Source: an optimization exercise on an open RTL-to-GDS flow (aim: small area, a short achievable clock period and few clock cycles per item). Production flows keep margins and buffers that such runs may drop. Where RTL was checked, it was by simulation tests only, not by an equivalence proof against the original. Function not checked in runs 7 to 9: the RTL went through the layout flow alone. Power figures rest on the tool's default switching activity, not on a simulated workload.

File: design/flow/config.mk
export PLATFORM = sky130hd
export DESIGN_NAME = iterativeDivision
export DESIGN_NICKNAME = iterativeDivision
export VERILOG_FILES = /design/flow/design.v
export SDC_FILE = /design/flow/constraint.sdc
export NUM_CORES = 4
export LEC_CHECK = 0
export ABC_AREA = 1
export CAP_MARGIN = 20
export CORE_MARGIN = 2
export CORE_UTILIZATION = 40
export CTS_BUF_LIST = sky130_fd_sc_hd__clkbuf_8
export CTS_CLUSTER_SIZE = 12
export SETUP_SLACK_MARGIN = 5.0
export SLEW_MARGIN = 20
File: design/flow/constraint.sdc
create_clock -name core_clock -period 8.0 [get_ports {i_clk}]
set_input_delay 1.6000 -clock core_clock [delete_from_list [all_inputs] [get_ports {i_clk}]]
set_output_delay 1.6000 -clock core_clock [all_outputs]
set_load 0.01 [all_outputs]
File: design/flow/design.v
`default_nettype none
module iterativeDivision
  #(parameter int unsigned DATA_W = 32)
  ( input  var logic i_clk
  , input  var logic i_rst  
  , input  var logic [DATA_W-1:0] i_dividend
  , input  var logic [DATA_W-1:0] i_divisor
  , input  var logic i_start  
  , output var logic [DATA_W-1:0] o_quotient
  , output var logic [DATA_W-1:0] o_remainder
  , output var logic o_finish  
  );
  function automatic logic [5:0] clz32(input logic [31:0] x);
    logic [15:0] z1; logic [15:0] c1;       
    logic [7:0]  z2; logic [15:0] c2;       
    logic [3:0]  z3; logic [11:0] c3;       
    logic [1:0]  z4; logic [7:0]  c4;       
    logic        z5; logic [4:0]  c5;
    for (int i = 0; i < 16; i++) begin
      z1[i] = !(x[2*i+1] || x[2*i]);
      c1[i] = !x[2*i+1];
    end
    for (int i = 0; i < 8; i++) begin
      z2[i]         = z1[2*i+1] && z1[2*i];
      c2[2*i+:2]    = z1[2*i+1] ? {1'b1, c1[2*i]} : {1'b0, c1[2*i+1]};
    end
    for (int i = 0; i < 4; i++) begin
      z3[i]         = z2[2*i+1] && z2[2*i];
      c3[3*i+:3]    = z2[2*i+1] ? {1'b1, c2[4*i+:2]} : {1'b0, c2[4*i+2+:2]};
    end
    for (int i = 0; i < 2; i++) begin
      z4[i]         = z3[2*i+1] && z3[2*i];
      c4[4*i+:4]    = z3[2*i+1] ? {1'b1, c3[6*i+:3]} : {1'b0, c3[6*i+3+:3]};
    end
    z5 = z4[1] && z4[0];
    c5 = z4[1] ? {1'b1, c4[3:0]} : {1'b0, c4[7:4]};
    clz32 = {z5, z5 ? 5'd0 : c5};
  endfunction
  logic [5:0] zA_q, zB_q;
  logic       quotZero_q;
  logic [31:0] dividendSeen;
  always_comb begin
    dividendSeen[31] = i_dividend[31];
    for (int i = 30; i >= 0; i--)
      dividendSeen[i] = dividendSeen[i+1] || i_dividend[i];
  end
  always_ff @(posedge i_clk) begin
    zA_q       <= clz32(i_dividend);
    zB_q       <= clz32(i_divisor);
    quotZero_q <= (i_divisor == '0) || ((i_divisor & ~dividendSeen) != '0);
  end
  logic [5:0] shDiff;
  logic [4:0] shAmt;
  logic       quotZero, alignDone;
  always_comb begin
    shDiff   = zB_q - zA_q;  
    shAmt    = shDiff[4:0];
    quotZero = quotZero_q;
    alignDone = (shDiff[5:0] == '0);
  end
  logic       busy_q, align_q, step_q;
  logic [4:0] count_q;
  always_ff @(posedge i_clk)
    if (i_rst) begin
      busy_q  <= '0;
      align_q <= '0;
      step_q  <= '0;
    end else if (i_start) begin
      busy_q  <= '1;
      align_q <= '1;
      step_q  <= '0;
    end else if (align_q) begin
      busy_q  <= !quotZero;
      align_q <= '0;
      step_q  <= !quotZero && !alignDone;
    end else begin
      busy_q  <= busy_q && step_q;
      step_q  <= step_q && (count_q != '0);
    end
  always_ff @(posedge i_clk)
    if (align_q)
      count_q <= shAmt;
    else
      count_q <= count_q - 1'b1;
  always_comb
    o_finish = busy_q && (align_q ? quotZero : !step_q);
  logic [DATA_W-1:0] div_q, rem_q, quo_q, remNext;
  logic              doStep;
  always_comb
    doStep = step_q || (align_q && alignDone && !quotZero);
  logic [DATA_W:0] diff;
  logic            qBit;
  always_comb begin
    diff    = {1'b0, rem_q} - {1'b0, div_q};
    qBit    = !diff[DATA_W];
    remNext = qBit ? diff[DATA_W-1:0] : rem_q;
  end
  always_ff @(posedge i_clk)
    if (i_start)
      div_q <= i_divisor;
    else if (align_q)
      div_q <= div_q << shAmt;
    else
      div_q <= div_q >> 1;
  always_ff @(posedge i_clk)
    if (i_start)
      rem_q <= i_dividend;
    else if (doStep)
      rem_q <= remNext;
  always_ff @(posedge i_clk)
    if (i_start)
      quo_q <= {DATA_W{i_divisor == '0}};
    else if (align_q && !alignDone)
      quo_q <= '0;
    else
      quo_q <= {quo_q[DATA_W-2:0], qBit};
  always_comb begin
    o_quotient  = quo_q;
    o_remainder = rem_q;
  end
endmodule
`resetall
File: design/flow/flow/run.sh
#!/bin/bash
# Standard layout, with the port buffers made from the smallest buffer cell
# (repair may still resize them). make's output goes to flow_make.log; each
# ORFS step writes its own log under orfs/logs/.
set -euo pipefail
export BUFFER_PORTS_ARGS="-buffer_cell sky130_fd_sc_hd__buf_1"
bash standard.sh finish > flow_make.log 2>&1
File: design/flow/standard.sh
#!/bin/bash
# synth_recipe.tcl (not shown) runs the flow's synth.tcl, then flattens the netlist and writes it again
# the make line also repeats each setting of config.mk as NAME=value (left out here)
make -C /OpenROAD-flow-scripts/flow DESIGN_CONFIG=/design/flow/config.mk WORK_HOME=/design/flow/orfs CLKGATE_MAP_FILE= SYNTH_SCRIPT=/design/flow/synth_recipe.tcl "${@:-finish}"
==> results_dict.tcl, run 1 <==
set metrics [dict create \
    status "no timing/DRC/antenna violations" \
    crit_required_ns 6.40 \
    p_total_mw 2.371 \
    final_common_cell "nand2_1" \
    diodes 0 \
    rr_startpoint "zA_q[0]" \
    drt-pass1-iter-count 6 \
    criticalPathCategory "flop to output port" \
    grt_pass1_vias 9317 \
    final_cell_mix "537 x nand2_1, 200 x inv_1, 191 x nand3_1, 129 x buf_1, 106 x o21ai_0" \
    slew_headroom_pct 42.96 \
    slew_violations 0 \
    cts_buffers 17 \
    grt_use_total_pct 27.89 \
    wl_met3_um 3440 \
    drv_cap 0 \
    fin_crit_ns 2.945 \
    hp-class "flop to flop" \
    syn_inst 1552 \
    ioPinCount 132 \
    clock_sinks 117 \
    hold_slack_ns 0.4569 \
    final.setup.tns_ns 0 \
    setup_violations 0 \
    crit_start "align_q" \
    dr_wl_met2_um 14320 \
    grt.overflow.total 0 \
    cts_tree "done" \
    drive_above_1_share_pct 6.064 \
    dp_hpwl_um 26300 \
    tightest_slew_ns 0.8555 \
    area_growth_pct 14.27 \
    num_rows 55 \
    portBuffers 131 \
    synth_fp_nets 1660 \
    end_kind "output port" \
    htree_levels 4 \
    crit_path_start_kind "flop" \
    drc 0 \
    highest_layer "met4" \
    skew_ns 0.02331 \
    ys_types 45 \
    core_um2 22780 \
    setup_slack_ns 5.055 \
    post-synth-top-area-cell "nand2_1" \
    synthTopCellsByArea "nand2_1 22%, dfxtp_1 18%, edfxtp_1 11%" \
    drt_iter0_drc 1081 \
    ant_nets 0 \
    grt_max_degree 90 \
    yosysWarningCount 1 \
    utilization_pct 46.81 \
    place_ws_ns 4.028 \
    dieArea_um2 24560 \
    powerDensity_nw_per_um2 222.4 \
    clock_latency_ns 0.48 \
    rsz0062_at_grt "yes" \
    max-vdd-ir-drop_mv 0.1061 \
    wl_per_cell_um 17.33 \
    start_util_pct 40.96 \
    ys_ff_latch 117 \
    place.gp.congestion 0.9841 \
    fill_cells 2487 \
    holdBufCountCts 0 \
    wl_um 34570 \
    path_max_fanout 4 \
    grt_pass1_wl_um 51930 \
    clk_path_buf_depth 2 \
    die_w_um 156.7 \
    synthFlopType "dfxtp_1" \
    synth_top_cell_area_share_pct 21.81 \
    met1_length_um 15640 \
    dr_total_vias 10430 \
    period_share_pct 36.81 \
    hp-start "count_q[0]" \
    hold_viol 0 \
    fmax_ghz 0.3396 \
    cp.arrival_ns 1.34 \
    leakage_nw 5.288 \
    synth_async_sr_flop_share_pct 0 \
    yosysSeqAreaShare_pct 28.75 \
    viasPerCell 5.230 \
    nNetsFinal 1777 \
    cts-root-buf "clkbuf_8" \
    grt_antenna_before_repair 0 \
    netlist_area_um2 9330 \
    synth_edf_count 34 \
    fp.dieH_um 156.7 \
    clk_pin_slew_ns 0.09 \
    syn_area_per_cell_um2 6.012 \
]
-- metrics by stage --
step                      area [um2]  cells
after CTS                      10520   1984
after global placement          9997   1947
after detailed placement        9997   1947
after global routing           10660   1995
final                          10660   1995
after floorplan                 9339   1552
-- worst max-delay path, cell delays in order, from the launching register on --
cell        delay, ns
dfxtp_4          0.38
clkinvlp_4       0.10
nor2_4           0.05
nor3b_2          0.19
clkbuf_2         0.16
-- Yosys cell counts (all sizes together) (2+ instances only) --
cell type and instances:
or2 14, nor3 18, nand2 547, clkbuf 23, xnor2 2, xor2 3
nor2 102, a22oi 13, o31ai 3, buf 33, a21oi 86, o211ai 9
o21ai 111, fa 2, nand3b 3, ha 39, dfxtp 83, a211oi 2
nor4 2, nor3b 2, edfxtp 34, o21bai 5, nand3 191, nand4 10
inv 206
-- cell type report --
class | instances | area [um2] | share of cell area, %
sequential | 117 | 2686 | 25.20
clock inverter | 15 | 206.4 | 1.936
inverter | 207 | 790.8 | 7.417
tap | 313 | 391.6 | 3.673
timing repair inverter | 3 | 20.02 | 0.1878
multi-input combinational | 1174 | 5698 | 53.44
timing repair buffer | 149 | 634.4 | 5.950
clock buffer | 17 | 234.0 | 2.195
-- repair_timing --
item / in CTS / in global routing
gates cloned: 3 / 2
endpoints found under the setup margin: 67 / 87
setup buffers: 2 / 9
gates resized for setup: 12 / 17
-- power breakdown --
| group | internal (mW) | total (mW) | switching [mW] |
|---|---|---|---|
| Sequential | 0.687 | 0.735 | 0.0480 |
| Clock | 0.297 | 0.618 | 0.321 |
| Combinational | 0.325 | 1.02 | 0.694 |
-- worst paths after layout --
kind,to,slack (ns),depth (start not counted)
worst min-delay path,count_q[0],0.46,1
worst min register to register,count_q[0],0.46,1
worst max register to register,div_q[31],5.15,12
worst max-delay path,o_finish,5.06,4
-- per-layer routing --
layer / vias up / GRT usage [%]
met5: - / 0
met4: 0 / 10.22
met3: 71 / 7.477
met2: 474 / 41.65
met1: 4638 / 38.43
li1: 5251 / -
-- registers in the layout, summed over array words and instances (netlist names) --
name,cells
rem_q,32
align_q,1
busy_q,1
zA_q,6
step_q,1
zB_q,6
quo_q,32
quotZero_q,1
count_q,5
div_q,32
-- cell families after synthesis --
logic type               after synthesis  share of synthesized area, %
XOR/XNOR                               5                        0.5499
AND/OR/NAND/NOR                      890                         40.02
AO/OA/AOI/OAI                        236                         13.72
flip-flops                           117                         28.75
adder cells (fa/ha/maj)               41                         5.659
buffers and inverters                263                         11.30
Testbench counts, summed over its fixed seeds: cycles 22,318, items 3,200.
==> inputs of run 2 (changes only) <==
--- a/design/flow/config.mk
+++ b/design/flow/config.mk
@@ -11,5 +11,5 @@
 export CORE_UTILIZATION = 40
 export CTS_BUF_LIST = sky130_fd_sc_hd__clkbuf_8
-export CTS_CLUSTER_SIZE = 12
+export CTS_CLUSTER_SIZE = 18
 export SETUP_SLACK_MARGIN = 5.0
 export SLEW_MARGIN = 20
==> run 2 against run 1 <==
Against the previous run:
- core utilization is the same
- cell count is the same
- non-clock buffer count is the same
- highest routed layer unchanged
==> results_dict.tcl, run 2 <==
set metrics [dict create \
    status "no timing/DRC/antenna violations" \
    synth_edf_count 34 \
    synth_fp_nets 1660 \
    post-synth-top-area-cell "nand2_1" \
    wl_per_cell_um 17.33 \
    diodes 0 \
    synth_top_cell_area_share_pct 21.81 \
    drv_cap 0 \
    fill_cells 2487 \
    highest_layer "met4" \
    place_ws_ns 4.028 \
    ff2ff_setup_slack_ns 5.15 \
    ioPinCount 132 \
    largestRegisters "div_q: 32 flops, quo_q: 32 flops, rem_q: 32 flops" \
    grt_pass1_wl_um 51930 \
    nNetsFinal 1777 \
    portBuffers 131 \
    ant_nets 0 \
    p_total_mw 2.371 \
    start_util_pct 40.96 \
    clk_path_buf_depth 2 \
    rsz0062_at_grt "yes" \
    dr_wl_met2_um 14320 \
    num_rows 55 \
    hold_slack_ns 0.4569 \
    fp.dieH_um 156.7 \
    grt.overflow.total 0 \
    wl_met3_um 3440 \
    hold_viol 0 \
    grt_max_degree 90 \
    crit_path_start_kind "flop" \
    hp-class "flop to flop" \
    clock_latency_ns 0.48 \
    drt-pass1-iter-count 6 \
    cp_slowest_cell "dfxtp_4" \
    slew_violations 0 \
    grt_use_total_pct 27.89 \
    leakage_nw 5.288 \
    cts_buffers 17 \
    ys_types 45 \
    grt_antenna_before_repair 0 \
    setup_violations 0 \
    netlist_area_um2 9330 \
    holdBufCountCts 0 \
    grt_pass1_vias 9317 \
    synth_async_sr_flop_share_pct 0 \
    final_cell_mix "537 x nand2_1, 200 x inv_1, 191 x nand3_1, 129 x buf_1, 106 x o21ai_0" \
    setup_slack_ns 5.055 \
    dieArea_um2 24560 \
    clk_pin_slew_ns 0.09 \
    final.setup.tns_ns 0 \
    drc 0 \
    crit_required_ns 6.40 \
    fin_crit_ns 2.945 \
    yosysSeqAreaShare_pct 28.75 \
    tightest_slew_ns 0.8555 \
    fmax_ghz 0.3396 \
    synth_common_cells "542 x nand2_1, 203 x inv_1, 191 x nand3_1, 107 x o21ai_0, 95 x nor2_1" \
    dp_hpwl_um 26300 \
    cts_tree "done" \
    core_um2 22780 \
    end_kind "output port" \
    final_common_cell "nand2_1" \
    path_max_fanout 4 \
    drive_above_1_share_pct 6.064 \
    max_stage_delay_ns 0.38 \
    slew_headroom_pct 42.96 \
    viasPerCell 5.230 \
    powerDensity_nw_per_um2 222.4 \
    max-vdd-ir-drop_mv 0.1061 \
    ys_ff_latch 117 \
    area_growth_pct 14.27 \
    drt_iter0_drc 1081 \
    dr_total_vias 10430 \
    synth.most_common_cell "nand2_1" \
    cts-root-buf "clkbuf_8" \
    criticalPathCategory "flop to output port" \
    cp.arrival_ns 1.34 \
    met1_length_um 15640 \
    htree_levels 4 \
    synthTopCellsByArea "nand2_1 22%, dfxtp_1 18%, edfxtp_1 11%" \
    synthFlopType "dfxtp_1" \
    syn_area_per_cell_um2 6.012 \
    skew_ns 0.02331 \
    place.gp.congestion 0.9841 \
    clock_sinks 117 \
    period_share_pct 36.81 \
    yosysWarningCount 1 \
    die_w_um 156.7 \
    syn_inst 1552 \
    path_cells "clkinvlp_4 > nor2_4 > nor3b_2 > clkbuf_2" \
    wl_um 34570 \
]
[run 2: cell counts in the layout (fill, tap and decap cells not counted)]
Identical to the previous run, type by type.
[run 2: report_power, final]
group	internal (mW)	switching, mW	total [mW]	leakage, nW
sequential	0.687	0.0480	0.735	1.02
combinational	0.325	0.694	1.02	4.04
clock	0.297	0.321	0.618	0.222
[run 2: logic make-up after synthesis]
kind of cell               Yosys count  share of synthesized area [%]
adders and majority gates           41                          5.659
and+or+nand+nor                    890                          40.02
AOI/OAI and AO/OA                  236                          13.72
DFF                                117                          28.75
buffers and inverters              263                          11.30
xor gates and xnor gates             5                         0.5499
[run 2: metal layers]
layer  vias up  track usage (%)
met5         -                0
met4         0            10.22
met3        71            7.477
met2       474            41.65
met1      4638            38.43
li1       5251                -
[run 2: area by class of cell]
class	count	area, um2	area share [%]
multi-input cells	1174	5698	53.44
flip-flops and latches	117	2686	25.20
inverters	207	790.8	7.417
repair buffers	149	634.4	5.950
well taps	313	391.6	3.673
clock buffers	17	234.0	2.195
clock inverters	15	206.4	1.936
repair inverters	3	20.02	0.1878
[run 2: stage by stage]
stage / std cells / area, um2 / util, %
floorplan: 1552 / 9339 / -
global placement: 1947 / 9997 / 43.89
detailed placement: 1947 / 9997 / 43.89
CTS: 1984 / 10520 / 46.20
global route: 1995 / 10660 / 46.81
finish: 1995 / 10660 / 46.81
[run 2: path summary, 6_finish.rpt]
path,from,end,cells after the start
worst min register to register,count_q[0],count_q[0],1
worst min-delay path,count_q[0],count_q[0],1
worst max register to register,zA_q[0],div_q[31],12
worst max-delay path,align_q,o_finish,4
[run 2: critical path: cells and delay by family (launching register included)]
| family | cells | cell delay [ns] |
|---|---|---|
| and+or+nand+nor | 2 | 0.24 |
| buffers and inverters | 2 | 0.26 |
| DFF | 1 | 0.38 |
[run 2: timing repair]
item	4_1_cts	5_1_grt
setup endpoints to repair	67	87
resized for setup	12	17
cloned	3	2
buffers inserted	2	9
==> inputs of run 3 (changes only) <==
--- a/design/flow/config.mk
+++ b/design/flow/config.mk
@@ -10,6 +10,4 @@
 export CORE_MARGIN = 2
 export CORE_UTILIZATION = 40
-export CTS_BUF_LIST = sky130_fd_sc_hd__clkbuf_8
-export CTS_CLUSTER_SIZE = 18
 export SETUP_SLACK_MARGIN = 5.0
 export SLEW_MARGIN = 20
==> run 3 against run 2 <==
Against the previous run:
- hold slack got worse by 0.0011 ns
- die area did not move
- critical path depth did not move
- design area rose by 1.8%
- power rose by 8.9%
- flip-flop and latch count did not move
- clock skew fell by 0.0059 ns
- maximum frequency rose by 0.18%
- synthesized area did not move
- worst setup slack improved by 0.0054 ns
- clock power rose by 34%
- largest cell class unchanged
==> results_dict.tcl, run 3 <==
set metrics [dict create \
    grt_max_degree 90 \
    setup_slack_ns 5.061 \
    yosysSeqAreaShare_pct 28.75 \
    nNetsFinal 1776 \
    grt_use_total_pct 27.92 \
    layout.cells.non_filler 1994 \
    synth.most_common_cell "nand2_1" \
    core_um2 22780 \
    drv_cap 0 \
    max_stage_delay_ns 0.39 \
    synth_common_cells "542 x nand2_1, 203 x inv_1, 191 x nand3_1, 107 x o21ai_0, 95 x nor2_1" \
    period_share_pct 36.74 \
    tightest_slew_ns 0.8164 \
    crit_path_start_kind "flop" \
    clock_sinks 117 \
    max-vdd-ir-drop_mv 0.1492 \
    synth_edf_count 34 \
    ant_nets 0 \
    end_kind "output port" \
    fmax_ghz 0.3402 \
    clk_path_buf_depth 2 \
    crit_required_ns 6.40 \
    yosysWarningCount 1 \
    netlist_area_um2 9330 \
    hold_viol 0 \
    cp_top_family "flip-flops" \
    clk_pin_slew_ns 0.06 \
    syn_inst 1552 \
    path_buf_inv 2 \
    hp-class "flop to flop" \
    start_util_pct 40.96 \
    wl_um 34590 \
    fp.dieH_um 156.7 \
    dr_total_vias 10480 \
    synthTopCellsByArea "nand2_1 22%, dfxtp_1 18%, edfxtp_1 11%" \
    final_cell_mix "537 x nand2_1, 200 x inv_1, 191 x nand3_1, 129 x buf_1, 106 x o21ai_0" \
    slew_headroom_pct 45.52 \
    largestRegisters "div_q: 32 flops, quo_q: 32 flops, rem_q: 32 flops" \
    drc 0 \
    path_max_fanout 8 \
    path_cells "clkinvlp_4 > nor2_4 > nor3b_2 > clkbuf_2" \
    diodes 0 \
    final_common_cell "nand2_1" \
    syn_area_per_cell_um2 6.012 \
    drt_iter0_drc 992 \
    clock_latency_ns 0.43 \
    grt.overflow.total 0 \
    grt_pass1_vias 9336 \
    ys_types 45 \
    rsz0062_at_grt "yes" \
    synth_async_sr_flop_share_pct 0 \
    skew_ns 0.01740 \
    htree_levels 4 \
    fin_crit_ns 2.939 \
    synthFlopType "dfxtp_1" \
    viasPerCell 5.257 \
    die_w_um 156.7 \
    cts_tree "done" \
    synth_top_cell_area_share_pct 21.81 \
    place.gp.congestion 0.9841 \
    area_growth_pct 16.28 \
    dp.cells 1947 \
    cp.arrival_ns 1.34 \
    ioPinCount 132 \
    grt_antenna_before_repair 0 \
    post-synth-top-area-cell "nand2_1" \
    num_rows 55 \
    portBuffers 131 \
    synth_fp_nets 1660 \
    final.setup.tns_ns 0 \
    leakage_nw 5.371 \
    dieArea_um2 24560 \
    cts_buffers 17 \
    wl_per_cell_um 17.35 \
    slew_violations 0 \
    cts-root-buf "clkbuf_16" \
    setup_violations 0 \
    grt_pass1_wl_um 51940 \
    criticalPathCategory "flop to output port" \
    drive_above_1_share_pct 6.008 \
    cp_slowest_cell "dfxtp_4" \
    holdBufCountCts 0 \
    drt-pass1-iter-count 8 \
    powerDensity_nw_per_um2 238.1 \
    dp_hpwl_um 26300 \
    ys_ff_latch 117 \
    status "no timing/DRC/antenna violations" \
    place_ws_ns 4.028 \
]
[run 3: final timing paths]
check                                start         end  slack (ns)  cells past startpoint
worst max-delay path               align_q    o_finish        5.06                      4
worst min-delay path            count_q[0]  count_q[0]        0.46                      1
worst max register to register     zA_q[0]   div_q[28]        5.16                     15
worst min register to register  count_q[0]  count_q[0]        0.46                      1
[run 3: cells by family after synthesis]
logic type	count (synthesis)	synth area share, %
DFF	117	28.75
xor gates and xnor gates	5	0.5499
adders and majority gates	41	5.659
and+or+nand+nor	890	40.02
buffers and inverters	263	11.30
AOI/OAI and AO/OA	236	13.72
[run 3: area by class of cell]
cell class	instances	area, um2
well taps	313	391.6
fillers	2461	11930
repair buffers	148	633.1
repair inverters	3	20.02
multi-input cells	1174	5698
clock buffers	17	425.4
inverters	207	788.3
clock inverters	15	206.4
flip-flops and latches	117	2686
[run 3: per-stage QoR]
step | hold WS [ns] | instance area [um2] | util (%) | total power, mW
5_1_grt | 0.4782 | 10850 | 47.63 | 2.752
6_report | 0.4558 | 10850 | 47.63 | 2.583
3_5_place_dp | 0.4537 | 9997 | 43.89 | 1.721
2_1_floorplan | 0.4266 | 9339 | - | 1.451
3_3_place_gp | 0.4488 | 9997 | 43.89 | 1.715
4_1_cts | 0.4611 | 10720 | 47.04 | 2.558
[run 3: timing repair]
action	4_1_cts	5_1_grt
cloned	3	2
resized for setup	12	16
endpoints found under the setup margin	84	85
buffers inserted	2	8
[run 3: report_power, final]
part | switching, mW | internal (mW)
combinational | 0.694 | 0.324
sequential | 0.0488 | 0.687
clock | 0.349 | 0.480
[run 3: routing by layer]
layer	routed length [um]	share of wire, %	global-route usage (%)
met3	3186	9.2	6.757
met1	15810	46	38.53
met5	0	0	0
met4	1200	3.5	11.36
met2	14390	42	41.65
==> inputs of run 4 (changes only) <==
--- a/design/flow/config.mk
+++ b/design/flow/config.mk
@@ -6,5 +6,4 @@
 export NUM_CORES = 4
 export LEC_CHECK = 0
-export ABC_AREA = 1
 export CAP_MARGIN = 20
 export CORE_MARGIN = 2
==> run 4 against run 3 <==
Against the previous run:
- hold slack got worse by 0.0073 ns
- maximum frequency fell by 9.5%
- flip-flop and latch count did not move
- sequential power rose by 8.2%
- worst setup slack got worse by 0.31 ns
- critical endpoint is now zA_q[3]
- largest power group unchanged
- highest routed layer unchanged
==> results_dict.tcl, run 4 <==
set metrics [dict create \
    max_stage_delay_ns 0.56 \
    grt_max_degree 90 \
    die_w_um 148.9 \
    final_cell_mix "127 x buf_1, 108 x nand2_1, 74 x o21ai_0, 72 x nor2_1, 68 x dfxtp_1" \
    htree_levels 4 \
    ioPinCount 132 \
    synth_fp_nets 1105 \
    start_util_pct 40.34 \
    powerDensity_nw_per_um2 265.4 \
    skew_ns 0.009342 \
    leakage_nw 4.616 \
    fp.dieH_um 148.9 \
    yosysSeqAreaShare_pct 31.93 \
    cts_tree "done" \
    cts-root-buf "clkbuf_16" \
    grt.overflow.total 0 \
    grt_antenna_before_repair 0 \
    setup_violations 0 \
    drt_iter0_drc 636 \
    cp_slowest_cell "or4_4" \
    slew_headroom_pct 39.68 \
    largestRegisters "div_q: 32 flops, quo_q: 32 flops, rem_q: 32 flops" \
    path_cells "buf_6 > or4_4 > nor3_4 > nand4b_1 > or2_1 > or3_4 > buf_4 > a21oi_2 > nor2_1" \
    ys_types 74 \
    slew_violations 0 \
    hp-class "flop to flop" \
    viasPerCell 5.800 \
    diodes 0 \
    synth_edf_count 34 \
    syn_inst 997 \
    end_kind "flop" \
    synth_top_cell_area_share_pct 19.78 \
    ys_ff_latch 117 \
    netlist_area_um2 8401 \
    cp.arrival_ns 3.56 \
    synthTopCellsByArea "dfxtp_1 20%, edfxtp_1 12%, ha_1 5.8%" \
    wl_um 28760 \
    synth_common_cells "111 x nand2_1, 83 x dfxtp_1, 83 x o21ai_0, 75 x nor2_1, 71 x inv_1" \
    portBuffers 131 \
    final.setup.tns_ns 0 \
    drt-pass1-iter-count 7 \
    fin_crit_ns 3.248 \
    dr_total_vias 8416 \
    syn_area_per_cell_um2 8.426 \
    drive_above_1_share_pct 20.24 \
    place_area_um2 9240 \
    clock_latency_ns 0.42 \
    synth.most_common_cell "nand2_1" \
    ant_nets 0 \
    final_common_cell "buf_1" \
    nNetsFinal 1271 \
    post-synth-top-area-cell "dfxtp_1" \
    criticalPathCategory "primary input to flop" \
    status "no timing/DRC/antenna violations" \
    period_share_pct 40.60 \
    synthFlopType "dfxtp_1" \
    clock_sinks 117 \
    rsz0062_at_grt "yes" \
    clk_path_buf_depth 2 \
    clk_pin_slew_ns 0.07 \
    crit_path_start_kind "primary input" \
    dieArea_um2 22180 \
    wl_per_cell_um 19.82 \
    hold_viol 0 \
    fmax_ghz 0.3079 \
    cts_buffers 17 \
    yosysWarningCount 1 \
    synth_async_sr_flop_share_pct 0 \
    holdBufCountCts 0 \
    dp_hpwl_um 19780 \
    area_growth_pct 31.20 \
    crit_required_ns 8.31 \
    drv_cap 0 \
    max-vdd-ir-drop_mv 0.1575 \
    grt_pass1_wl_um 44220 \
    core_um2 20820 \
    design_area_um2 11020 \
    place.gp.congestion 0.9202 \
    num_rows 53 \
    drc 0 \
    path_max_fanout 8 \
    grt_use_total_pct 25.75 \
    tightest_slew_ns 0.8965 \
    grt_pass1_vias 8043 \
]
[run 4: cell types whose count changed in the layout (fill, tap and decap cells not counted), sizes merged, moves of 11 or more]
cell	before	now
o21ai	111	85
nand3	191	22
mux2i	0	35
inv	212	80
buf	146	188
a21o	1	50
mux4	0	21
o221ai	0	11
xnor2	2	20
nand2	549	111
nor2	102	76
a21oi	86	70
[run 4: worst paths after layout]
check | end | slack, ns | from | depth (start not counted)
setup / recovery | zA_q[3] | 4.75 | i_dividend[29] | 9
hold / removal | quo_q[18] | 0.45 | quo_q[17] | 1
setup reg to reg | rem_q[30] | 4.89 | rem_q[0] | 14
hold reg to reg | quo_q[18] | 0.45 | quo_q[17] | 1
[run 4: area by class of cell]
| type | count | area [um2] |
|---|---|---|
| flip-flops and latches | 117 | 2706 |
| well taps | 275 | 344.1 |
| repair buffers | 194 | 1285 |
| clock buffers | 17 | 425.4 |
| inverters | 74 | 296.5 |
| fillers | 1980 | 9801 |
| multi-input cells | 759 | 5803 |
| clock inverters | 15 | 161.4 |
[run 4: logic make-up (layout without fill, tap and decap cells)]
kind of cell	Yosys count	count (layout)	synth area share, %
AOI/OAI and AO/OA	325	325	25.45
and+or+nand+nor	297	298	16.41
buffers and inverters	122	300	5.868
DFF	117	117	31.93
muxes	62	62	10.60
adders and majority gates	41	41	6.285
xor gates and xnor gates	33	33	3.441
[run 4: routing by layer]
layer / wire length, um / vias to the layer above / GRT usage [%]
met3: 2312 / 58 / 5.841
met5: 0 / - / 0
met4: 982 / 0 / 9.476
li1: - / 4010 / -
met1: 12070 / 3988 / 34.44
met2: 13390 / 360 / 40.78
[run 4: where the power goes]
part	internal, mW	switching, mW
logic	0.623	0.749
clock network	0.416	0.341
registers	0.719	0.0764
[run 4: stage by stage]
step                setup WS, ns  hold slack, ns  total power, mW  util [%]  std cells
detailed placement         4.031          0.4408            1.896     44.38       1367
global route               4.718          0.4657            3.087     52.93       1451
global placement           4.012          0.4306            1.894     44.38       1367
finish                     4.752          0.4484            2.925     52.93       1451
floorplan                  4.585          0.4350            1.615         -        997
CTS                        4.802          0.4553            2.838     50.99       1436
[run 4: critical path: cells and delay by family]
kind | cells | cell delay (ns)
compound gates | 1 | 0.10
simple gates | 6 | 1.60
buf+inv | 2 | 0.27
[run 4: repair_timing]
| action | 4_1_cts | 5_1_grt |
|---|---|---|
| cloned | 8 | 2 |
| gates resized for setup | 79 | 60 |
| pin swaps | 23 | 22 |
| buffers inserted | 29 | 13 |
| endpoints found under the setup margin | 109 | 111 |
==> inputs of run 5 (changes only) <==
--- a/design/flow/config.mk
+++ b/design/flow/config.mk
@@ -6,7 +6,8 @@
 export NUM_CORES = 4
 export LEC_CHECK = 0
+export ABC_AREA = 1
 export CAP_MARGIN = 20
 export CORE_MARGIN = 2
-export CORE_UTILIZATION = 40
+export CORE_UTILIZATION = 50
 export SETUP_SLACK_MARGIN = 5.0
 export SLEW_MARGIN = 20
==> run 5 against run 4 <==
Against the previous run:
- still clean on timing, DRC and antenna
- count of clock-buffer cells in the layout increased by 1
- sequential share of layout area increased by 0.51 points
- non-clock buffer count decreased by 48
- critical endpoint is now rem_q[16]
- largest cell class unchanged
- highest routed layer is now met5
==> results_dict.tcl, run 5 <==
set metrics [dict create \
    final.setup.tns_ns 0 \
    crit_required_ns 8.12 \
    skew_ns 0.01632 \
    synthTopCellsByArea "nand2_1 22%, dfxtp_1 18%, edfxtp_1 11%" \
    clock_sinks 117 \
    p_clk_share_pct 29.6 \
    hold_viol 0 \
    synth_async_sr_flop_share_pct 0 \
    drc 0 \
    sw_frac_of_total_pct 43.39 \
    layout.cells.non_filler 1909 \
    setup_violations 0 \
    htree_levels 4 \
    synthFlopType "dfxtp_1" \
    hold_depth 2 \
    post-synth-top-area-cell "nand2_1" \
    synth_fp_nets 1660 \
    area_growth_pct 14.86 \
    clk_path_buf_depth 2 \
    clock_latency_ns 0.43 \
    syn_inst 1552 \
    leakage_nw 5.347 \
    largestRegisters "div_q: 32 flops, quo_q: 32 flops, rem_q: 32 flops" \
    drive_above_1_share_pct 5.952 \
    grt_max_degree 79 \
    yosysWarningCount 1 \
    portBuffers 131 \
    hp-class "flop to flop" \
    holdBufCountCts 0 \
    cts_buffers 17 \
    drt-pass1-iter-count 6 \
    place.gp.congestion 1.007 \
    end_kind "flop" \
    cp.arrival_ns 3.05 \
    switchingPower_mw 1.091 \
    grt_use_total_pct 34.40 \
    p_seq_share_pct 29.2 \
    pwr-share-comb_pct 41.2 \
    fin_crit_ns 2.930 \
    start_util_pct 51.41 \
    p_int_mw 1.423 \
    place_ws_ns 3.797 \
    synth.most_common_cell "nand2_1" \
    grt_pass1_vias 9540 \
    diodes 0 \
    grt.overflow.total 0 \
    fmax_ghz 0.3413 \
    slew_headroom_pct 48.17 \
    drt_iter0_drc 1372 \
    core_um2 18150 \
    status "no timing/DRC/antenna violations" \
    grt_pass1_wl_um 52190 \
    viasPerCell 5.592 \
    rsz0062_at_grt "no" \
    synth_common_cells "542 x nand2_1, 203 x inv_1, 191 x nand3_1, 107 x o21ai_0, 95 x nor2_1" \
    path_max_fanout 32 \
    dp_hpwl_um 26370 \
    dp.cells 1861 \
    ioPinCount 132 \
    slew_violations 0 \
    synth_edf_count 34 \
    grt_antenna_before_repair 1 \
    setup_slack_ns 5.070 \
    cts_tree "done" \
    powerDensity_nw_per_um2 234.6 \
    nNetsFinal 1775 \
    utilization_pct 59.05 \
    yosysSeqAreaShare_pct 28.75 \
    fp.dieH_um 140.6 \
    syn_area_per_cell_um2 6.012 \
    criticalPathCategory "flop to flop" \
    drv_cap 0 \
    final_cell_mix "537 x nand2_1, 200 x inv_1, 191 x nand3_1, 130 x buf_1, 104 x o21ai_0" \
    reg2regPathDepth 12 \
    num_rows 49 \
    netlist_area_um2 9330 \
    p_total_mw 2.514 \
    tightest_slew_ns 0.7694 \
    max-vdd-ir-drop_mv 0.1539 \
    wl_per_cell_um 18.40 \
    period_share_pct 36.63 \
    dieArea_um2 19770 \
    synth_top_cell_area_share_pct 21.81 \
    ys_types 45 \
    dr_total_vias 10680 \
    ys_ff_latch 117 \
    wl_um 35120 \
    die_w_um 140.6 \
    clk_pin_slew_ns 0.06 \
    final_common_cell "nand2_1" \
    ant_nets 0 \
    cts-root-buf "clkbuf_16" \
    crit_path_start_kind "flop" \
]
[run 5: changes by cell type after synthesis, moves of 24 or more]
cell and delta:
a21o_1 -49, mux2i_1 -35, nand3_1 +169, nand2_1 +431
inv_1 +132, o21ai_0 +24
[run 5: cells by family after synthesis]
group           after synthesis  share of synthesized area, %
compound gates              236                         13.72
xor+xnor                      5                        0.5499
fa+ha+maj                    41                         5.659
buf+inv                     263                         11.30
flops                       117                         28.75
simple gates                890                         40.02
[run 5: cell type report]
| type | count | area, um2 |
|---|---|---|
| repair buffers | 146 | 628.1 |
| repair inverters | 3 | 17.52 |
| fillers | 1922 | 7431 |
| well taps | 229 | 286.5 |
| clock buffers | 18 | 439.2 |
| inverters | 207 | 795.8 |
| flip-flops and latches | 117 | 2686 |
| multi-input cells | 1175 | 5751 |
| clock inverters | 14 | 112.6 |
[run 5: worst paths after layout]
path | endpoint | startpoint | slack [ns]
setup / recovery | rem_q[16] | zB_q[0] | 5.07
hold reg to reg | quo_q[24] | quo_q[23] | 0.46
hold / removal | quo_q[24] | quo_q[23] | 0.46
setup reg to reg | rem_q[16] | zB_q[0] | 5.07
[run 5: timing repair]
item | 4_1_cts | 5_1_grt
setup endpoints to repair | 120 | 84
cloned | 3 | 3
pin swaps | 0 | 3
setup buffers | 4 | 6
resized for setup | 16 | 26
[run 5: through the flow]
stage / instance area (um2) / hold WS (ns)
finish: 10720 / 0.4623
global placement: 9877 / 0.4475
detailed placement: 9877 / 0.4511
global route: 10720 / 0.4792
floorplan: 9339 / 0.4266
CTS: 10530 / 0.4660
[run 5: worst max-delay path, stage by stage, from the launching register on]
cell and delay, ns:
dfxtp_1 0.31, inv_1 0.04, ha_1 0.16, inv_1 0.20
fa_1 0.49, buf_8 0.21, nor3_1 0.18, nand2_1 0.16
nor2_2 0.22, nand3_1 0.09, nand2_1 0.17, nand2_4 0.18
nand2_4 0.20
[run 5: power groups by stage]
stage	clock network, mW	registers (mW)	logic [mW]
global route	0.777	0.738	1.16
global placement	0	0.746	0.971
detailed placement	0	0.746	0.975
finish	0.744	0.734	1.04
floorplan	0	0.742	0.709
CTS	0.750	0.733	0.994
[run 5: routing by layer]
layer / GRT usage, % / vias to the layer above / wire length (um)
met1: 46.24 / 4786 / 15000
met4: 14.11 / 2 / 1341
met5: 0 / - / 7
li1: - / 5266 / -
met3: 9.409 / 81 / 3848
met2: 52.48 / 540 / 14930
==> inputs of run 6 (changes only) <==
--- a/design/flow/config.mk
+++ b/design/flow/config.mk
@@ -9,5 +9,5 @@
 export CAP_MARGIN = 20
 export CORE_MARGIN = 2
-export CORE_UTILIZATION = 50
+export CORE_UTILIZATION = 30
 export SETUP_SLACK_MARGIN = 5.0
 export SLEW_MARGIN = 20
==> run 6 against run 5 <==
Against the previous run:
- first-iteration DRC count decreased by 13%
- register-to-register slack worse by 0.03 ns
- hold slack worse by 0.0058 ns
- cell count rose by 8.9%
- worst setup slack got worse by 0.080 ns
- synthesized cell count unchanged
- core utilization decreased by 23 points
- sequential power grew 0.7%
- synthesized area unchanged
- global-route usage shrank 13 points
- flip-flop and latch count is the same
- maximum frequency shrank 2.6%
- critical endpoint is now quo_q[21]
- largest cell class unchanged
==> results_dict.tcl, run 6 <==
set metrics [dict create \
    design_area_um2 10930 \
    layout.cells.non_filler 2078 \
    slew_violations 0 \
    end_kind "flop" \
    start_util_pct 30.50 \
    syn_area_per_cell_um2 6.012 \
    grt_pass1_vias 9696 \
    synth_edf_count 34 \
    drv_cap 0 \
    ioPinCount 132 \
    grt_pass1_wl_um 55340 \
    yosysWarningCount 1 \
    post-synth-top-area-cell "nand2_1" \
    clk_path_buf_depth 2 \
    ff2ff_setup_slack_ns 5.04 \
    htree_levels 4 \
    final_common_cell "nand2_1" \
    use_met1_pct 30.22 \
    tightest_slew_ns 0.8496 \
    drc 0 \
    largestRegisters "div_q: 32 flops, quo_q: 32 flops, rem_q: 32 flops" \
    die_w_um 180.4 \
    drt-pass1-iter-count 5 \
    ant_nets 0 \
    grt_antenna_before_repair 1 \
    cts_buffers 17 \
    multi_input_comb_area_um2 5683 \
    place_ws_ns 4.033 \
    fill_cells 3439 \
    synthTopCellsByArea "nand2_1 22%, dfxtp_1 18%, edfxtp_1 11%" \
    portBuffers 131 \
    synth_common_cells "542 x nand2_1, 203 x inv_1, 191 x nand3_1, 107 x o21ai_0, 95 x nor2_1" \
    hp-class "flop to flop" \
    clock_latency_ns 0.44 \
    seq_area_um2 2686 \
    syn_inst 1552 \
    p_int_mw 1.436 \
    p_seq_share_pct 29.1 \
    place_area_um2 10100 \
    grtUsageMet2_pct 32.58 \
    hold_depth 1 \
    crit_required_ns 8.37 \
    path_max_fanout 32 \
    hold_viol 0 \
    period_share_pct 37.62 \
    grt_use_met3_pct 5.841 \
    crit_path_start_kind "primary input" \
    cts_tree "done" \
    ys_ff_latch 117 \
    netlist_area_um2 9330 \
    rr_startpoint "zB_q[0]" \
    hp-start "count_q[0]" \
    fin_crit_ns 3.010 \
    ys_types 45 \
    clock_sinks 117 \
    dieArea_um2 32530 \
    drt_iter0_drc 1193 \
    p_total_mw 2.545 \
    drive_above_1_share_pct 6.068 \
    synth_async_sr_flop_share_pct 0 \
    pwr-share-comb_pct 40.9 \
    final_cell_mix "538 x nand2_1, 200 x inv_1, 191 x nand3_1, 129 x buf_1, 104 x o21ai_0" \
    synth.most_common_cell "nand2_1" \
    sw_frac_of_total_pct 43.57 \
    fp.dieH_um 180.4 \
    grt-busiest-layer "met2" \
    powerDensity_nw_per_um2 232.8 \
    core_um2 30590 \
    max-vdd-ir-drop_mv 0.1248 \
    clk_pin_slew_ns 0.07 \
    dr_total_vias 10770 \
    grt.overflow.total 0 \
    dp_hpwl_um 28730 \
    dp.cells 2030 \
    nNetsFinal 1776 \
    grt_max_degree 63 \
    fmax_ghz 0.3322 \
    slew_headroom_pct 42.76 \
    reg2regPathDepth 13 \
    cts-root-buf "clkbuf_16" \
    holdBufCountCts 0 \
    cp.arrival_ns 3.38 \
    viasPerCell 5.182 \
    place.gp.congestion 0.9655 \
    area_growth_pct 17.18 \
    p_clk_share_pct 30.0 \
    skew_ns 0.01672 \
    num_rows 64 \
    synthFlopType "dfxtp_1" \
    min_to "count_q[0]" \
    wl_per_cell_um 17.86 \
    criticalPathCategory "primary input to flop" \
    r2r-end "rem_q[29]" \
    synth_fp_nets 1660 \
    rsz0062_at_grt "yes" \
    grt_use_total_pct 21.69 \
    setup_slack_ns 4.990 \
    switchingPower_mw 1.109 \
    wl_um 37100 \
    final.setup.tns_ns 0 \
    setup_violations 0 \
    yosysSeqAreaShare_pct 28.75 \
    leakage_nw 5.350 \
    status "no timing/DRC/antenna violations" \
    synth_top_cell_area_share_pct 21.81 \
]
-- run 6: cell families (layout without fill, tap and decap cells) --
logic type	after synthesis	count (layout)	share of synthesized area, %
AOI/OAI and AO/OA	236	236	13.72
xor gates and xnor gates	5	5	0.5499
adders and majority gates	41	41	5.659
buffers and inverters	263	391	11.30
DFF	117	117	28.75
other	0	1	0
and+or+nand+nor	890	891	40.02
-- run 6: final cells by class --
type / instances / area share, %
Sequential cell: 117 / 24.57
Antenna cell: 1 / 0.02289
Clock inverter: 14 / 1.225
Inverter: 207 / 7.256
Timing Repair Buffer: 149 / 6.237
Tap cell: 396 / 4.532
Timing Repair inverter: 3 / 0.1602
Multi-Input combinational cell: 1173 / 51.98
Clock buffer: 18 / 4.017
-- run 6: power by group through the flow --
stage	clock, mW	sequential (mW)	combinational (mW)
5_1_grt	0.795	0.744	1.17
3_5_place_dp	0	0.750	0.989
2_1_floorplan	0	0.742	0.709
3_3_place_gp	0	0.749	0.985
6_report	0.764	0.739	1.04
4_1_cts	0.763	0.738	1.01
-- run 6: layer usage --
layer  part of all wire, %  vias up
li1                      -     5274
met1                    44     4849
met2                    42      589
met3                    11       56
met4                   2.7        0
met5                     0        -
-- run 6: worst max path at each step --
stage / endpoint / slack (ns) / depth (start not counted) / start
after CTS: o_finish / 4.92 / 4 / align_q
after detailed placement: rem_q[2] / 4.03 / 4 / i_start
after floorplan: rem_q[0] / 5.01 / 5 / i_start
after global placement: rem_q[4] / 4.05 / 4 / i_start
final: quo_q[21] / 4.99 / 8 / i_divisor[23]
after global routing: rem_q[21] / 4.91 / 12 / rem_q[0]
-- run 6: metrics by stage --
stage | utilization, % | hold slack [ns]
floorplan | - | 0.4266
global placement | 33.02 | 0.4520
detailed placement | 33.02 | 0.4491
CTS | 35.22 | 0.4588
global route | 35.74 | 0.4882
finish | 35.74 | 0.4565
-- run 6: critical path, stage by stage --
cell,delay (ns)
buf_1,0.18
nor2_1,0.29
nand2_1,0.15
nor3_1,0.28
nand3_1,0.25
nor2_4,0.23
nand2_4,0.22
nand2_1,0.16
-- run 6: what timing repair did --
action | CTS | global route
gates cloned | 2 | 3
resized for setup | 15 | 19
endpoints found under the setup margin | 115 | 114
pin swaps | 1 | 3
setup buffers | 4 | 6
==> inputs of run 7 (changes only) <==
--- a/design/flow/design.v
+++ b/design/flow/design.v
@@ -38,5 +38,5 @@
   endfunction
   logic [5:0] zA_q, zB_q;
-  logic       quotZero_q;
+  logic       quotZero_q, divZero_q;
   logic [31:0] dividendSeen;
   always_comb begin
@@ -49,4 +49,5 @@
     zB_q       <= clz32(i_divisor);
     quotZero_q <= (i_divisor == '0) || ((i_divisor & ~dividendSeen) != '0);
+    divZero_q  <= (i_divisor == '0);
   end
   logic [5:0] shDiff;
@@ -109,12 +110,10 @@
       rem_q <= remNext;
   always_ff @(posedge i_clk)
-    if (i_start)
-      quo_q <= {DATA_W{i_divisor == '0}};
-    else if (align_q && !alignDone)
+    if (i_start || (align_q && !alignDone))
       quo_q <= '0;
     else
       quo_q <= {quo_q[DATA_W-2:0], qBit};
   always_comb begin
-    o_quotient  = quo_q;
+    o_quotient  = quo_q | {DATA_W{align_q && divZero_q}};
     o_remainder = rem_q;
   end
--- a/design/flow/config.mk
+++ b/design/flow/config.mk
@@ -9,5 +9,5 @@
 export CAP_MARGIN = 20
 export CORE_MARGIN = 2
-export CORE_UTILIZATION = 30
+export CORE_UTILIZATION = 40
 export SETUP_SLACK_MARGIN = 5.0
 export SLEW_MARGIN = 20
==> run 7 against run 6 <==
Against the previous run:
- still clean
- core utilization rose by 11 points
- non-clock buffer count fell by 2
- worst setup slack improved by 0.058 ns
- synthesized cell count fell by 4.1%
- register-to-register slack barely moved
- maximum frequency rose by 2.0%
- die area fell by 26%
- hold slack got worse by 0.024 ns
- synthesized area fell by 1.5%
- design area fell by 2.5%
- first-iteration DRC count fell by 12%
- global-route usage rose by 7.8 points
- critical endpoint is now rem_q[28]
- largest cell class unchanged
- largest power group unchanged
==> results_dict.tcl, run 7 <==
set metrics [dict create \
    drc 0 \
    cts_tree "done" \
    viasPerCell 5.462 \
    grt_pass1_vias 9506 \
    path_max_fanout 32 \
    netlist_area_um2 9194 \
    grt_use_total_pct 29.49 \
    clock_latency_ns 0.43 \
    wl_per_cell_um 18.84 \
    yosysWarningCount 1 \
    synthFlopType "dfxtp_1" \
    synthTopCellsByArea "dfxtp_1 18%, nand2_1 18%, edfxtp_1 11%" \
    largestRegisters "div_q: 32 flops, quo_q: 32 flops, rem_q: 32 flops" \
    diodes 0 \
    start_util_pct 40.73 \
    grt-busiest-layer "met2" \
    num_rows 55 \
    drt-pass1-iter-count 6 \
    cp_slowest_cell "dfxtp_1" \
    reg2regPathDepth 13 \
    synth.most_common_cell "nand2_1" \
    portBuffers 131 \
    hp-class "flop to flop" \
    leakage_nw 4.968 \
    place.gp.congestion 0.9756 \
    cp.depth 13 \
    max-vdd-ir-drop_mv 0.1097 \
    fill_cells 2480 \
    slew_violations 0 \
    syn_area_per_cell_um2 6.174 \
    fmax_ghz 0.3388 \
    path_cells "ha_1 > fa_1 > inv_1 > nand3_1 > nand2_1 > nand2_1 > nand2_1 > nand2_1 > nand2_1 > nand3_1 > nand3_1 > nand2_1 > nand2_8" \
    cts_buffers 17 \
    grt_use_met3_pct 5.500 \
    clk_pin_slew_ns 0.06 \
    crit_path_start_kind "flop" \
    synth_top_cell_area_share_pct 18.07 \
    final.setup.tns_ns 0 \
    clock_sinks 117 \
    syn_inst 1489 \
    grt_max_degree 72 \
    crit_top_cell "nand2_1" \
    ioPinCount 132 \
    synth_fp_nets 1597 \
    period_share_pct 36.89 \
    drive_above_1_share_pct 5.748 \
    clk_path_buf_depth 2 \
    cts-root-buf "clkbuf_16" \
    powerDensity_nw_per_um2 240.1 \
    ys_types 48 \
    core_um2 22570 \
    synth_common_cells "432 x nand2_1, 205 x inv_1, 148 x nand3_1, 142 x nor2_1, 124 x o21ai_0" \
    final_cell_mix "430 x nand2_1, 203 x inv_1, 148 x nand3_1, 139 x nor2_1, 125 x buf_1" \
    rr_startpoint "div_q[0]" \
    setup_violations 0 \
    status "no timing/DRC/antenna violations" \
    htree_levels 4 \
    grt_antenna_before_repair 0 \
    crit_start "div_q[0]" \
    fin_crit_ns 2.952 \
    synth_edf_count 34 \
    grtUsageMet2_pct 44.86 \
    drv_cap 0 \
    criticalPathCategory "flop to flop" \
    yosysSeqAreaShare_pct 29.18 \
    crit_end "rem_q[28]" \
    nNetsFinal 1713 \
    end_kind "flop" \
    skew_ns 0.01025 \
    max_stage_delay_ns 0.38 \
    fp.dieH_um 155.6 \
    wl_um 35860 \
    ys_ff_latch 117 \
    grt.overflow.total 0 \
    area_growth_pct 15.91 \
    rsz0062_at_grt "yes" \
    grt_pass1_wl_um 54150 \
    hp-start "quo_q[10]" \
    tightest_slew_ns 0.7189 \
    crit_required_ns 8.10 \
    ant_nets 0 \
    utilization_pct 47.21 \
    dieArea_um2 24210 \
    dp_hpwl_um 27790 \
    cp.arrival_ns 3.05 \
    cp_top_family "simple AND/OR/NAND/NOR gates" \
    ff2ff_setup_slack_ns 5.05 \
    post-synth-top-area-cell "dfxtp_1" \
    slew_headroom_pct 51.92 \
    hold_viol 0 \
    dr_total_vias 10390 \
    use_met1_pct 40.76 \
    r2r-end "rem_q[28]" \
    drt_iter0_drc 1053 \
    synth_async_sr_flop_share_pct 0 \
    path_buf_inv 1 \
    final_common_cell "nand2_1" \
    die_w_um 155.6 \
]
-- run 7: layer usage --
| metal | vias to the layer above | part of all wire [%] | wire (um) |
|---|---|---|---|
| met5 | - | 0 | 0 |
| met4 | 0 | 4.3 | 1547 |
| met3 | 68 | 7.9 | 2823 |
| met2 | 465 | 43 | 15270 |
| met1 | 4748 | 45 | 16220 |
| li1 | 5113 | - | - |
-- run 7: per-stage QoR --
| step | hold WS [ns] | instance area, um2 | power [mW] | worst slack, ns | instances |
|---|---|---|---|---|---|
| global route | 0.4537 | 10660 | 2.719 | 4.871 | 1903 |
| floorplan | 0.4157 | 9201 | 1.440 | 5.023 | 1489 |
| CTS | 0.4360 | 10550 | 2.527 | 4.992 | 1896 |
| finish | 0.4329 | 10660 | 2.558 | 5.048 | 1903 |
| global placement | 0.4233 | 9831 | 1.723 | 4.114 | 1858 |
| detailed placement | 0.4273 | 9831 | 1.723 | 4.043 | 1858 |
-- run 7: layout make-up --
type	count	area [um2]	share of cell area (%)
inverters	209	794.5	7.456
clock buffers	21	491.7	4.614
well taps	285	356.6	3.346
repair inverters	2	12.51	0.1174
repair buffers	147	645.6	6.058
multi-input cells	1111	5554	52.12
clock inverters	11	111.4	1.045
flip-flops and latches	117	2690	25.24
-- run 7: kinds of logic after synthesis --
family                   after synthesis  share of synthesized area (%)
flip-flops                           117                          29.18
AO/OA/AOI/OAI                        268                          16.22
AND/OR/NAND/NOR                      785                          35.67
multiplexers                           6                         0.6533
buffers and inverters                262                          11.50
adder cells (fa/ha/maj)               41                          5.743
XOR/XNOR                              10                          1.034
-- run 7: timing repair --
item / in CTS / in global routing
cloned: 3 / 0
resized for setup: 20 / 18
pin swaps: 0 / 1
hold buffers: 0 / 0
buffers inserted: 3 / 7
endpoints found under the setup margin: 137 / 122
-- run 7: how the worst min path moves through the flow --
stage | end | slack (ns) | depth (start not counted)
6_report | quo_q[11] | 0.43 | 2
2_1_floorplan | quo_q[10] | 0.42 | 2
5_1_grt | quo_q[22] | 0.45 | 2
4_1_cts | quo_q[11] | 0.44 | 2
3_5_place_dp | quo_q[11] | 0.43 | 2
3_3_place_gp | quo_q[27] | 0.42 | 2
-- run 7: worst reg2reg max path, delay by kind of cell (launching register included) --
family | cells | cell delay, ns
buffers and inverters | 1 | 0.13
and+or+nand+nor | 10 | 1.45
DFF | 1 | 0.38
adders and majority gates | 2 | 0.61
-- run 7: power by group --
part | switching [mW] | internal [mW] | total (mW) | leakage, nW
Combinational | 0.707 | 0.323 | 1.03 | 3.64
Clock | 0.317 | 0.476 | 0.793 | 0.300
Sequential | 0.0470 | 0.688 | 0.735 | 1.02
==> inputs of run 8 (changes only) <==
==> design/flow/flow/run.sh (replaced) <==
#!/bin/bash
# Standard layout, with the port buffers made from the smallest buffer cell
# (repair may still resize them), and timing repair aimed at a 5.3 ns setup
# margin. make's output goes to flow_make.log; each ORFS step writes its own
# log under orfs/logs/.
set -euo pipefail
export BUFFER_PORTS_ARGS="-buffer_cell sky130_fd_sc_hd__buf_1"
bash standard.sh finish SETUP_SLACK_MARGIN=5.3 > flow_make.log 2>&1
==> run 8 against run 7 <==
Against the previous run:
- first-iteration DRC count grew 1.1%
- synthesized cell count is the same
- highest routed layer unchanged
- core utilization grew 1.7 points
- critical path depth shrank 9
- combinational power grew 4%
- register-to-register slack gained 0.32 ns
- synthesized area is the same
- flip-flop and latch count is the same
==> results_dict.tcl, run 8 <==
set metrics [dict create \
    status "no timing/DRC/antenna violations" \
    synth_fp_nets 1597 \
    ys_types 48 \
    path_cells "buf_6 > nor2_4 > nor3b_2 > buf_2" \
    period_share_pct 36.76 \
    design_area_um2 11050 \
    syn_inst 1489 \
    num_rows 55 \
    wl_per_cell_um 18.25 \
    slew_violations 0 \
    r2r-end "div_q[31]" \
    cp_slowest_cell "dfxtp_4" \
    p_int_mw 1.449 \
    crit_required_ns 6.40 \
    drive_above_1_share_pct 9.969 \
    grt_use_met3_pct 4.917 \
    synth.most_common_cell "nand2_1" \
    hold_depth 2 \
    syn_area_per_cell_um2 6.174 \
    powerDensity_nw_per_um2 229.4 \
    final_cell_mix "423 x nand2_1, 201 x inv_1, 142 x nand3_1, 130 x nor2_1, 116 x o21ai_0" \
    grt_antenna_before_repair 0 \
    grt_use_total_pct 28.64 \
    p_seq_share_pct 28.8 \
    clock_latency_ns 0.43 \
    netlist_area_um2 9194 \
    fin_crit_ns 2.940 \
    criticalPathCategory "flop to output port" \
    dieArea_um2 24210 \
    yosysWarningCount 1 \
    setup_violations 0 \
    drc 0 \
    place.gp.congestion 0.9777 \
    synth_top_cell_area_share_pct 18.07 \
    ff2ff_setup_slack_ns 5.37 \
    rsz0062_at_grt "yes" \
    cts-root-buf "clkbuf_16" \
    nNetsFinal 1730 \
    synthTopCellsByArea "dfxtp_1 18%, nand2_1 18%, edfxtp_1 11%" \
    cp.arrival_ns 1.34 \
    wl_um 35040 \
    reg2regPathDepth 12 \
    fmax_ghz 0.3401 \
    drt_iter0_drc 1065 \
    drt-pass1-iter-count 6 \
    synth_async_sr_flop_share_pct 0 \
    hold_viol 0 \
    drv_cap 0 \
    switchingPower_mw 1.086 \
    hp-class "flop to flop" \
    fp.dieH_um 155.6 \
    grtUsageMet2_pct 44.31 \
    p_clk_share_pct 28.9 \
    crit_path_start_kind "flop" \
    final_common_cell "nand2_1" \
    synth_common_cells "432 x nand2_1, 205 x inv_1, 148 x nand3_1, 142 x nor2_1, 124 x o21ai_0" \
    clk_pin_slew_ns 0.06 \
    max_stage_delay_ns 0.37 \
    slew_headroom_pct 59.40 \
    grt-busiest-layer "met2" \
    sw_frac_of_total_pct 42.84 \
    largestRegisters "div_q: 32 flops, quo_q: 32 flops, rem_q: 32 flops" \
    setup_slack_ns 5.060 \
    diodes 0 \
    clk_path_buf_depth 2 \
    final.setup.tns_ns 0 \
    ant_nets 0 \
    portBuffers 131 \
    clock_sinks 117 \
    holdBufCountCts 0 \
    synth_edf_count 34 \
    cts_buffers 17 \
    yosysSeqAreaShare_pct 29.18 \
    min_to "quo_q[7]" \
    grt_max_degree 74 \
    end_kind "output port" \
    htree_levels 4 \
    die_w_um 155.6 \
    use_met1_pct 39.53 \
    max-vdd-ir-drop_mv 0.1390 \
    dp_hpwl_um 26300 \
    cts_tree "done" \
    synthFlopType "dfxtp_1" \
    dr_total_vias 10400 \
    skew_ns 0.008436 \
    ys_ff_latch 117 \
    grt_pass1_vias 9097 \
    place_area_um2 9841 \
    area_growth_pct 20.17 \
    rr_startpoint "zB_q[0]" \
    post-synth-top-area-cell "dfxtp_1" \
    grt_pass1_wl_um 52070 \
    tightest_slew_ns 0.6090 \
    grt.overflow.total 0 \
    hp-start "quo_q[6]" \
    path_max_fanout 5 \
    hold_slack_ns 0.4332 \
    viasPerCell 5.419 \
    fill_cells 2433 \
    leakage_nw 5.141 \
    place_ws_ns 4.315 \
    core_um2 22570 \
    ioPinCount 132 \
    start_util_pct 40.73 \
    pwr-share-comb_pct 42.2 \
]
run 8: cell types whose count changed in the layout (fill, tap and decap cells not counted), moves of 7 or more:
cell / before / now
buf_1: 125 / 107
buf_2: 1 / 13
nand2_1: 430 / 423
nor2_1: 139 / 130
run 8: logic make-up (layout without fill, tap and decap cells):
kind of cell / count (synthesis) / in the layout / synth area share, %
adder cells (fa/ha/maj): 41 / 41 / 5.743
XOR/XNOR: 10 / 10 / 1.034
multiplexers: 6 / 6 / 0.6533
flip-flops: 117 / 117 / 29.18
AND/OR/NAND/NOR: 785 / 790 / 35.67
buffers and inverters: 262 / 403 / 11.50
AO/OA/AOI/OAI: 268 / 268 / 16.22
run 8: final cells by class:
cell class                 instances  area, um2  area share [%]
multi-input combinational       1115       5804           52.54
inverter                         209      804.5           7.282
timing repair inverter             2      12.51          0.1133
tap                              285      356.6           3.228
timing repair buffer             160      837.1           7.576
sequential                       117       2689           24.34
clock inverter                    15      118.9           1.076
clock buffer                      17      425.4           3.851
run 8: timing repair:
item,4_1_cts,5_1_grt
endpoints found under the setup margin,163,145
hold endpoints to repair,0,0
setup buffers,12,10
gates cloned,7,1
resized for setup,62,58
pin swaps,5,10
run 8: how the worst max path moves through the flow:
| stage | start | end | cells after the start |
|---|---|---|---|
| 6_report | align_q | o_finish | 4 |
| 5_1_grt | align_q | o_finish | 4 |
| 4_1_cts | align_q | o_finish | 5 |
| 3_5_place_dp | i_start | quo_q[25] | 6 |
| 3_3_place_gp | i_start | quo_q[0] | 6 |
| 2_1_floorplan | i_dividend[30] | quotZero_q | 9 |
run 8: layer usage:
metal	vias to the layer above	part of all wire, %
met1	4685	45
li1	5158	-
met2	494	43
met3	67	8.0
met4	0	3.6
met5	-	0
run 8: critical path, delay by kind of cell, from the launching register on:
family / cells / cell delay, ns
and+or+nand+nor: 2 / 0.23
buffers and inverters: 2 / 0.30
DFF: 1 / 0.37
run 8: power groups by stage:
stage | Sequential, mW | Combinational, mW | Clock (mW)
global placement | 0.744 | 0.960 | 0
finish | 0.731 | 1.07 | 0.733
global route | 0.738 | 1.19 | 0.768
CTS | 0.731 | 1.01 | 0.741
detailed placement | 0.744 | 0.962 | 0
floorplan | 0.743 | 0.698 | 0
run 8: per-stage QoR:
stage | instances | utilization [%] | power [mW]
after floorplan | 1489 | - | 1.440
after CTS | 1909 | 47.75 | 2.484
after global routing | 1920 | 48.95 | 2.693
final | 1920 | 48.95 | 2.535
after global placement | 1858 | 43.60 | 1.704
after detailed placement | 1858 | 43.60 | 1.707
==> inputs of run 9 (changes only) <==
--- a/design/flow/config.mk
+++ b/design/flow/config.mk
@@ -10,4 +10,6 @@
 export CORE_MARGIN = 2
 export CORE_UTILIZATION = 40
+export CTS_BUF_LIST = sky130_fd_sc_hd__clkbuf_8
+export CTS_CLUSTER_SIZE = 12
 export SETUP_SLACK_MARGIN = 5.0
 export SLEW_MARGIN = 20
==> run 9 against run 8 <==
Against the previous run:
- still clean on timing, DRC and antenna
- routed wire length about the same
- core utilization decreased by 0.60 points
- via count increased by 0.20%
- first-iteration DRC count increased by 2.3%
- power decreased by 8.0%
- highest routed layer unchanged
==> results_dict.tcl, run 9 <==
set metrics [dict create \
    status "no timing/DRC/antenna violations" \
    fin_crit_ns 2.991 \
    wl_per_cell_um 18.19 \
    end_kind "output port" \
    wl_met3_um 3006 \
    p_clk_share_pct 22.5 \
    p_seq_share_pct 31.3 \
    synth.most_common_cell "nand2_1" \
    ff2ff_setup_slack_ns 5.38 \
    syn_inst 1489 \
    diodes 0 \
    drt-pass1-iter-count 7 \
    grt_antenna_before_repair 0 \
    num_rows 55 \
    die_w_um 155.6 \
    synth_fp_nets 1597 \
    grt_pass1_vias 9128 \
    grt_pass1_wl_um 52010 \
    dp_hpwl_um 26300 \
    netlist_area_um2 9194 \
    drive_above_1_share_pct 10.30 \
    synth_edf_count 34 \
    grt_max_degree 74 \
    max-vdd-ir-drop_mv 0.1019 \
    place.gp.congestion 0.9777 \
    fmax_ghz 0.3344 \
    crit_required_ns 6.40 \
    pwr-share-comb_pct 46.1 \
    post-synth-top-area-cell "dfxtp_1" \
    final_common_cell "nand2_1" \
    period_share_pct 37.39 \
    met1_length_um 15510 \
    area_growth_pct 18.69 \
    syn_area_per_cell_um2 6.174 \
    cp.arrival_ns 1.39 \
    sw_frac_of_total_pct 45.49 \
    cts-root-buf "clkbuf_8" \
    highest_layer "met4" \
    fp.dieH_um 155.6 \
    hold_viol 0 \
    slew_violations 0 \
    ioPinCount 132 \
    portBuffers 131 \
    criticalPathCategory "flop to output port" \
    dieArea_um2 24210 \
    drt_iter0_drc 1090 \
    synthFlopType "dfxtp_1" \
    final.setup.tns_ns 0 \
    leakage_nw 5.096 \
    core_um2 22570 \
    switchingPower_mw 1.060 \
    start_util_pct 40.73 \
    p_int_mw 1.270 \
    synth_async_sr_flop_share_pct 0 \
    clk_pin_slew_ns 0.09 \
    clock_latency_ns 0.47 \
    viasPerCell 5.416 \
    design_area_um2 10910 \
    grt.overflow.total 0 \
    largestRegisters "div_q: 32 flops, quo_q: 32 flops, rem_q: 32 flops" \
    rsz0062_at_grt "yes" \
    holdBufCountCts 0 \
    synthTopCellsByArea "dfxtp_1 18%, nand2_1 18%, edfxtp_1 11%" \
    setup_violations 0 \
    wl_um 35020 \
    final_cell_mix "424 x nand2_1, 201 x inv_1, 141 x nand3_1, 128 x nor2_1, 118 x o21ai_0" \
    hp-class "flop to flop" \
    dr_wl_met2_um 15000 \
    slew_headroom_pct 59.56 \
    cts_tree "done" \
    crit_path_start_kind "flop" \
    clk_path_buf_depth 2 \
    place_area_um2 9841 \
    ys_types 48 \
    tightest_slew_ns 0.6066 \
    powerDensity_nw_per_um2 213.6 \
    ant_nets 0 \
    synth_top_cell_area_share_pct 18.07 \
    ys_ff_latch 117 \
    drc 0 \
    yosysSeqAreaShare_pct 29.18 \
    synth_common_cells "432 x nand2_1, 205 x inv_1, 148 x nand3_1, 142 x nor2_1, 124 x o21ai_0" \
    path_max_fanout 5 \
    cts_buffers 17 \
    htree_levels 4 \
    skew_ns 0.01274 \
    clock_sinks 117 \
    yosysWarningCount 1 \
    dr_total_vias 10430 \
    drv_cap 0 \
    grt_use_total_pct 28.61 \
    nNetsFinal 1735 \
]
==> run 9: layout make-up <==
class / count / area (um2)
multi-input cells: 1115 / 5814
flip-flops and latches: 117 / 2688
clock buffers: 17 / 234.0
repair inverters: 2 / 12.51
inverters: 209 / 807.0
repair buffers: 165 / 880.8
well taps: 285 / 356.6
fillers: 2477 / 11660
clock inverters: 15 / 118.9
==> run 9: power groups by stage <==
stage,logic (mW),registers (mW),clock network (mW)
finish,1.08,0.730,0.525
global route,1.20,0.738,0.560
CTS,1.02,0.730,0.530
floorplan,0.698,0.743,0
global placement,0.960,0.744,0
detailed placement,0.962,0.744,0
==> run 9: critical path, cell delays in order (launching register included) <==
cell and delay (ns):
dfxtp_4 0.38, buf_6 0.17, nor2_4 0.07, nor3b_2 0.16, buf_2 0.14
==> run 9: timing repair <==
item                                    CTS  global route
setup buffers                            14            13
endpoints found under the setup margin  162           151
gates cloned                              7             1
gates resized for setup                  63            57
pin swaps                                 6            10
==> run 9: cell families (layout without fill, tap and decap cells) <==
family                     count (synthesis)  count (layout)  synth area share, %
buffers and inverters                    262             408                11.50
muxes                                      6               6               0.6533
and+or+nand+nor                          785             790                35.67
xor gates and xnor gates                  10              10                1.034
DFF                                      117             117                29.18
adders and majority gates                 41              41                5.743
AOI/OAI and AO/OA                        268             268                16.22
==> run 9: per-layer routing <==
metal / GRT usage, % / vias up
met3: 5.056 / 71
met4: 13.06 / 0
met1: 39.43 / 4689
met2: 43.64 / 503
met5: 0 / -
li1: - / 5162
==> run 9: worst paths after layout <==
kind	endpoint	start	depth (start not counted)
worst min-delay path	quo_q[31]	quo_q[30]	2
worst max register to register	div_q[31]	zB_q[0]	12
worst max-delay path	o_finish	align_q	4
worst min register to register	quo_q[31]	quo_q[30]	2
==> run 9: stage by stage <==
| step | instances | total power, mW | hold WS, ns | setup slack, ns | utilization [%] |
|---|---|---|---|---|---|
| 2_1_floorplan | 1489 | 1.440 | 0.4157 | 5.305 | - |
| 3_3_place_gp | 1858 | 1.704 | 0.4196 | 4.376 | 43.60 |
| 3_5_place_dp | 1858 | 1.707 | 0.4264 | 4.315 | 43.60 |
| 4_1_cts | 1911 | 2.279 | 0.4378 | 5.004 | 46.99 |
| 5_1_grt | 1925 | 2.493 | 0.4631 | 4.939 | 48.34 |
| 6_report | 1925 | 2.331 | 0.4348 | 5.009 | 48.34 |

static timing again, ports no longer ideal:
The results above use ideal ports. As a check the final layouts listed here were re-extracted and re-timed, cells and wires unchanged. Step 1: set_driving_cell puts a clkbuf_16 on i_clk and a buf_2 on each other input, an assumption about the parent block. Step 2 moves the port delays by t, midway between the first and last clock arrival at a register: inputs arrive t later, outputs are due t later. That takes back most of the time a late clock gives input paths. Three values: ideal ports, drivers, drivers and shift; two values: the first two.
run	t, ns	setup slack, ns	worst setup path at the end	slew at the worst register clock pin (ns)	pins driven straight from the clock port
run 1	0.506	5.055 / 5.013 / 4.601	input to register	0.10 / 0.10	1
run 2	0.506	5.055 / 5.013 / 4.601	input to register	0.10 / 0.10	1
run 3	0.474	5.061 / 5.013 / 4.739	input to register	0.07 / 0.07	1
run 4	0.465	4.752 / 4.763 / 4.299	input to register	0.07 / 0.07	1
run 5	0.472	5.070 / 5.053 / 4.623	input to register	0.07 / 0.07	1
run 6	0.473	4.990 / 4.978 / 4.542	input to register	0.07 / 0.07	1
run 7	0.474	5.048 / 5.004 / 4.662	input to register	0.06 / 0.06	1
run 8	0.478	5.060 / 5.011 / 4.882	input to register	0.06 / 0.06	1
run 9	0.499	5.009 / 4.969 / 4.892	input to register	0.09 / 0.09	1
After both steps every run listed still meets setup and hold.
